From an optimization exercise on the open Yosys and OpenROAD flow, aimed at small area and a short achievable clock period; shortcuts taken in it are not production practice.
Only simulation tests tie the RTL to the original design; equivalence was not proved.

Setup of yarrow:
==> flow/design.v (excerpt) <==
module tmr_lif_neuron (
    input signed [15:0] V_in1, V_in2, V_in3,
    input signed [15:0] I_in1, I_in2, I_in3,
    input signed [15:0] dt_tau,
    input wire clk, rst,
    output wire signed [15:0] V_out,
    output wire spike
);
Size: ~1,700 cells after synthesis.
==> flow/config.mk <==
export PLATFORM = sky130hd
export DESIGN_NAME = tmr_lif_neuron
export DESIGN_NICKNAME = tmr_lif_neuron
export VERILOG_FILES = /design/flow/design.v
export SDC_FILE = /design/flow/constraint.sdc
export NUM_CORES = 4
export LEC_CHECK = 0
export ABC_AREA = 0
export CAP_MARGIN = 20
export CORE_MARGIN = 2
export CORE_UTILIZATION = 40
export CTS_BUF_LIST = sky130_fd_sc_hd__clkbuf_8
export CTS_CLUSTER_SIZE = 40
export PLACE_DENSITY = 0.8
export SETUP_SLACK_MARGIN = 5.0
export SLEW_MARGIN = 20
export SYNTH_HIERARCHICAL = 1
==> flow/constraint.sdc <==
create_clock -name core_clock -period 13.0 [get_ports {clk}]
set_input_delay 2.6000 -clock core_clock [delete_from_list [all_inputs] [get_ports {clk}]]
set_output_delay 2.6000 -clock core_clock [all_outputs]
set_load 0.01 [all_outputs]
standard.sh (not shown) runs the stock make flow with config.mk's settings and CLKGATE_MAP_FILE= SYNTH_SCRIPT=/design/flow/synth_recipe.tcl, a recipe that flattens the netlist after the stock synthesis.
==> flow/flow/run.sh <==
#!/bin/bash
set -euo pipefail
bash standard.sh "BUFFER_PORTS_ARGS=-buffer_cell sky130_fd_sc_hd__buf_1" finish > make_finish.log 2>&1
What amber does differently from yarrow at the input level:
--- a/flow/config.mk
+++ b/flow/config.mk
@@ -8 +8 @@
-export ABC_AREA = 0
+export ABC_AREA = 1
@@ -13 +12,0 @@
-export CTS_CLUSTER_SIZE = 40
@@ -17 +16 @@
-export SYNTH_HIERARCHICAL = 1
+export SYNTH_HIERARCHICAL = 0
Results
- [amber vs yarrow] cell count: higher in amber
- yarrow → amber: portion of the clock cycle consumed by the worst path in the final layout higher; post-detailed-route via-to-cell ratio lower.
- sky130_fd_sc_hd__xor2_1 as the slowest cell on the critical path was reported by yarrow, and sky130_fd_sc_hd__fa_1 by amber.
--- input diff amber..raven ---
--- a/flow/config.mk
+++ b/flow/config.mk
@@ -8 +8 @@
-export ABC_AREA = 1
+export ABC_AREA = 0
@@ -16 +16,2 @@
-export SYNTH_HIERARCHICAL = 0
+export SYNTH_HIERARCHICAL = 1
+export TNS_END_PERCENT = 20
Notes after the runs:
- Status: starting density of the core parity (raven, amber)
- Delta (raven minus amber): post-route worst setup slack +0.93 ns; number of antenna violations at the first check in global routing now sits lower.
- The topmost layer with routed signal wires comes out met4 in one run and met5 in the other, namely in raven and amber respectively.
- Total of fill cells in the finished design in raven is 24 higher than in amber
- Delta (raven minus amber): cell area now smaller, required time of the worst setup path now smaller, core box area now larger.
- In raven relative to amber, synthesized cell count had gone down by more than 10%.

Setup of willow:
tmr_lif_neuron, a different RTL version from the one above (not shown whole).
For scale: ~1700 cells after synthesis, roughly 130 I/O pins, roughly 16000 um^2 of cells after synthesis.
Design tmr_lif_neuron, start of the top module:
module tmr_lif_neuron (
    input signed [15:0] V_in1, V_in2, V_in3,
    input signed [15:0] I_in1, I_in2, I_in3,
    input signed [15:0] dt_tau,
    input wire clk, rst,
    output wire signed [15:0] V_out,
    output wire spike
);
clock: 13.0 ns
lec_check: 0
abc_area: 0
cap_margin: 20
core_margin: 2
core_utilization: 40
setup_slack_margin: 5.0
slew_margin: 20
synth_hierarchical: 1
Scripts as last shown in full above: flow/flow/run.sh
Changes in indigo relative to willow:
==> flow/flow/run.sh <==
#!/bin/bash
set -euo pipefail
bash standard.sh "BUFFER_PORTS_ARGS=-buffer_cell sky130_fd_sc_hd__buf_1" SETUP_SLACK_MARGIN=6 finish > make_finish.log 2>&1
Findings:
- Global routing met2 resource utilization ended up 3.6 points higher on indigo than on willow.
- From willow to indigo the numbers moved as follows: actual slew at the worst max-slew pin shows a reduction of 21 ps; final area has increased; clock buffer and inverter area fraction after layout now sits lower; total length of routed wires went up by 3000 um.
- NOTE: fraction of final layout cells with drive strength greater than 1 in indigo exceeds that of willow
- Relative to willow, total stage count of the critical path increased by 1 in indigo.
- Looking at fraction of the cycle the final worst path needs, indigo sits below willow.
Here is what was changed in the inputs of violet compared with indigo.
==> flow/flow/run.sh <==
#!/bin/bash
set -euo pipefail
bash standard.sh "BUFFER_PORTS_ARGS=-buffer_cell sky130_fd_sc_hd__buf_1" SETUP_SLACK_MARGIN=7 finish > make_finish.log 2>&1
Final-report hold violation count came out exactly the same in indigo and violet.
In the reports for indigo and violet, the larger global-route usage belongs to violet.
Uppermost metal layer occupied by signal nets = met4: indigo; uppermost metal layer occupied by signal nets = met5: violet
Relative to indigo, the final non-filler cell area measured on violet has increased by a few percent.
Compared with indigo, in violet tightest hold margin moved up; clock buffer instance count of the final layout climbed 1.
Inputs modified between violet and sierra:
==> flow/run.sh (new file) <==
#!/bin/bash
# synth_recipe.tcl (not shown) runs the flow's synth.tcl, then flattens the netlist and writes it again
# the make line also repeats each setting of config.mk as NAME=value (left out here)
make -C /OpenROAD-flow-scripts/flow DESIGN_CONFIG=/design/flow/config.mk WORK_HOME=/design/flow/orfs CLKGATE_MAP_FILE= SYNTH_SCRIPT=/design/flow/synth_recipe.tcl finish
removed: flow/flow/run.sh
removed: flow/standard.sh
### Flow results
sierra reached the final stage; the timing, design-rule and antenna checks on its layout passed.
When the final numbers for violet and sierra were put side by side, the non-clock buffer share of cell area turned out to be smaller in sierra.
Routed wire length per instance came out lower on sierra than on violet.
Taking violet as the reference, in sierra number of filler cells placed in the layout went up about 8%; sequential share of layout area now sits higher.

## JK
tmr_lif_neuron again, from the RTL that the note above started with.
Settings: LEC_CHECK=0, ABC_AREA=0, CAP_MARGIN=20, CORE_MARGIN=2, CORE_UTILIZATION=40, GPL_TIMING_DRIVEN=1, SETUP_SLACK_MARGIN=5.0, SLEW_MARGIN=20, SYNTH_HIERARCHICAL=1; clock period 13.0 ns.
==> flow/flow/run.sh <==
#!/bin/bash
set -euo pipefail
bash standard.sh "BUFFER_PORTS_ARGS=-buffer_cell sky130_fd_sc_hd__buf_1" finish > make_finish.log 2>&1
JK did not stop at any stage, and its layout met the timing, design-rule and antenna checks.
Input changes introduced in MS (baseline for comparison: JK):
- GPL_TIMING_DRIVEN: 1 -> unset
- PLACE_DENSITY: unset -> 0.8
## What came out
From JK to MS the numbers moved as follows: fraction of final layout cells with drive strength greater than 1 lost 0.95 points; first-pass GRT wire length saw a decrease; number of standard cells in the layout, taps in and fillers out held steady; non-clock buffer count down 1. Looking only at core utilization, and setting everything else aside, the lower value of MS and JK goes to MS. Setup slack: MS vs JK up 0.065 ns. MS against JK: met2 track demand over resource in global routing +0.22 points, number of iterations in the first detailed-routing pass ~0 delta, detailed route wirelength on metal2 -about 0.55%, met3 usage +0.67 points. Number of slew-limit violations in the final report came out exactly the same in MS and JK.
Modified inputs, AL compared to MS
==> flow/flow/run.sh <==
#!/bin/bash
set -euo pipefail
bash standard.sh "BUFFER_PORTS_ARGS=-buffer_cell sky130_fd_sc_hd__buf_1" SETUP_SLACK_MARGIN=5.5 finish > make_finish.log 2>&1
Notes after the runs:
Compared with MS, maximum frequency in AL increased by a few percent. AL: no failed stages, no open violations at the end. The lower wire length of AL and MS is in MS. From AL to MS, count of max-cap constraint violations did not move at all. Fraction of the core area covered by cells at the end of the flow (AL over MS): increase, 2.8 points. | share of the clock period used by the worst path | AL vs MS | 1.5 points lower |.
Modified inputs, TR compared to AL
- PLACE_DENSITY no longer set, was 0.8
- CORE_UTILIZATION now 50, was 40
==> flow/flow/run.sh <==
#!/bin/bash
set -euo pipefail
bash standard.sh "BUFFER_PORTS_ARGS=-buffer_cell sky130_fd_sc_hd__buf_1" finish > make_finish.log 2>&1
==> notes.md <==
- Per the comparison of TR with AL, sequential share of layout area picked up an extra 0.53 points, core utilization saw an increase, multi-input gate area in the final layout has decreased, total length of routed met3 wires has decreased.
- TR — highest attainable clock frequency 3.0% lower, AL as reference
- Diff AL -> TR: layout multi-input combinational cell count neither gained nor lost much; final count of negative-setup-slack endpoints held; routed length per instance went down by 0.53 um; setup total negative slack flat.
- TR: flow completed, timing, DRC and antenna clean

RTL: one of the versions met above, not the one the previous note started from.
Size in the first run: roughly 130 I/O pins, roughly 16000 um^2 of cells after synthesis.
Settings: LEC_CHECK=0, ABC_AREA=0, CAP_MARGIN=20, CORE_MARGIN=2, CORE_UTILIZATION=40, PLACE_DENSITY=0.8, SETUP_SLACK_MARGIN=5.0, SLEW_MARGIN=20, SYNTH_HIERARCHICAL=1; clock period 13.0 ns.
==> flow/flow/run.sh <==
#!/bin/bash
set -euo pipefail
bash standard.sh "BUFFER_PORTS_ARGS=-buffer_cell sky130_fd_sc_hd__buf_1" finish > make_finish.log 2>&1
The first run produced a clean layout.
Rerun with:
Settings changed: CORE_UTILIZATION 40 to 50, CTS_BUF_LIST from default to sky130_fd_sc_hd__clkbuf_8.
Effect:
- The new run produced a clean layout
- core utilization is higher by 10 points
- cell count shrinks by 5.4%
- worst setup slack loses 0.0040 ns
- clock-buffer cell count stays the same
- clock skew hardly moves
- synthesized cell count is unchanged
- wire length shrinks by 3.5%
- global-route usage is higher by 4.1 points

-- afterwards: timing with drivers on the ports --
The flow's constraints put no driver on any port. The routed layouts listed below were extracted and timed again, unchanged, in two steps. Step 1 assumes that a clkbuf_16 drives the clock port and a buf_2 every other input. Step 2 also shifts input and output timing later by t, the mid clock arrival at the registers, as if the neighbouring blocks saw the same clock. Three values: ideal, step 1, step 2; two values: the first two.
run	t, ns	slack for setup (ns)	worst hold slack (ns)
yarrow	0.428	5.233 / 5.190 / 4.830	0.739 / 0.739 / 0.739
amber	0.451	4.301 / 4.303 / 3.853	0.724 / 0.724 / 0.724
raven	0.428	5.233 / 5.190 / 4.830	0.739 / 0.739 / 0.739
willow	0.424	5.147 / 5.102 / 4.884	0.744 / 0.744 / 0.744
indigo	0.403	5.480 / 5.429 / 5.473	0.767 / 0.767 / 0.767
violet	0.403	5.510 / 5.461 / 5.436	0.774 / 0.774 / 0.774
sierra	0.399	5.045 / 5.005 / 4.762	0.749 / 0.749 / 0.749
JK	0.424	5.147 / 5.102 / 4.884	0.744 / 0.744 / 0.744
MS	0.404	5.212 / 5.168 / 4.852	0.727 / 0.727 / 0.727
AL	0.401	5.410 / 5.367 / 5.189	0.743 / 0.743 / 0.743
TR	0.390	5.177 / 5.199 / 4.814	0.731 / 0.731 / 0.731
the first run of note 4	0.409	5.163 / 5.137 / 4.787	0.724 / 0.724 / 0.724
the second run of note 4	0.413	5.159 / 5.121 / 4.851	0.757 / 0.757 / 0.757
After both steps every run listed still meets setup and hold. For amber, which loses most, drivers alone change the setup slack by +0.002 ns; drivers and shift together by -0.448 ns.
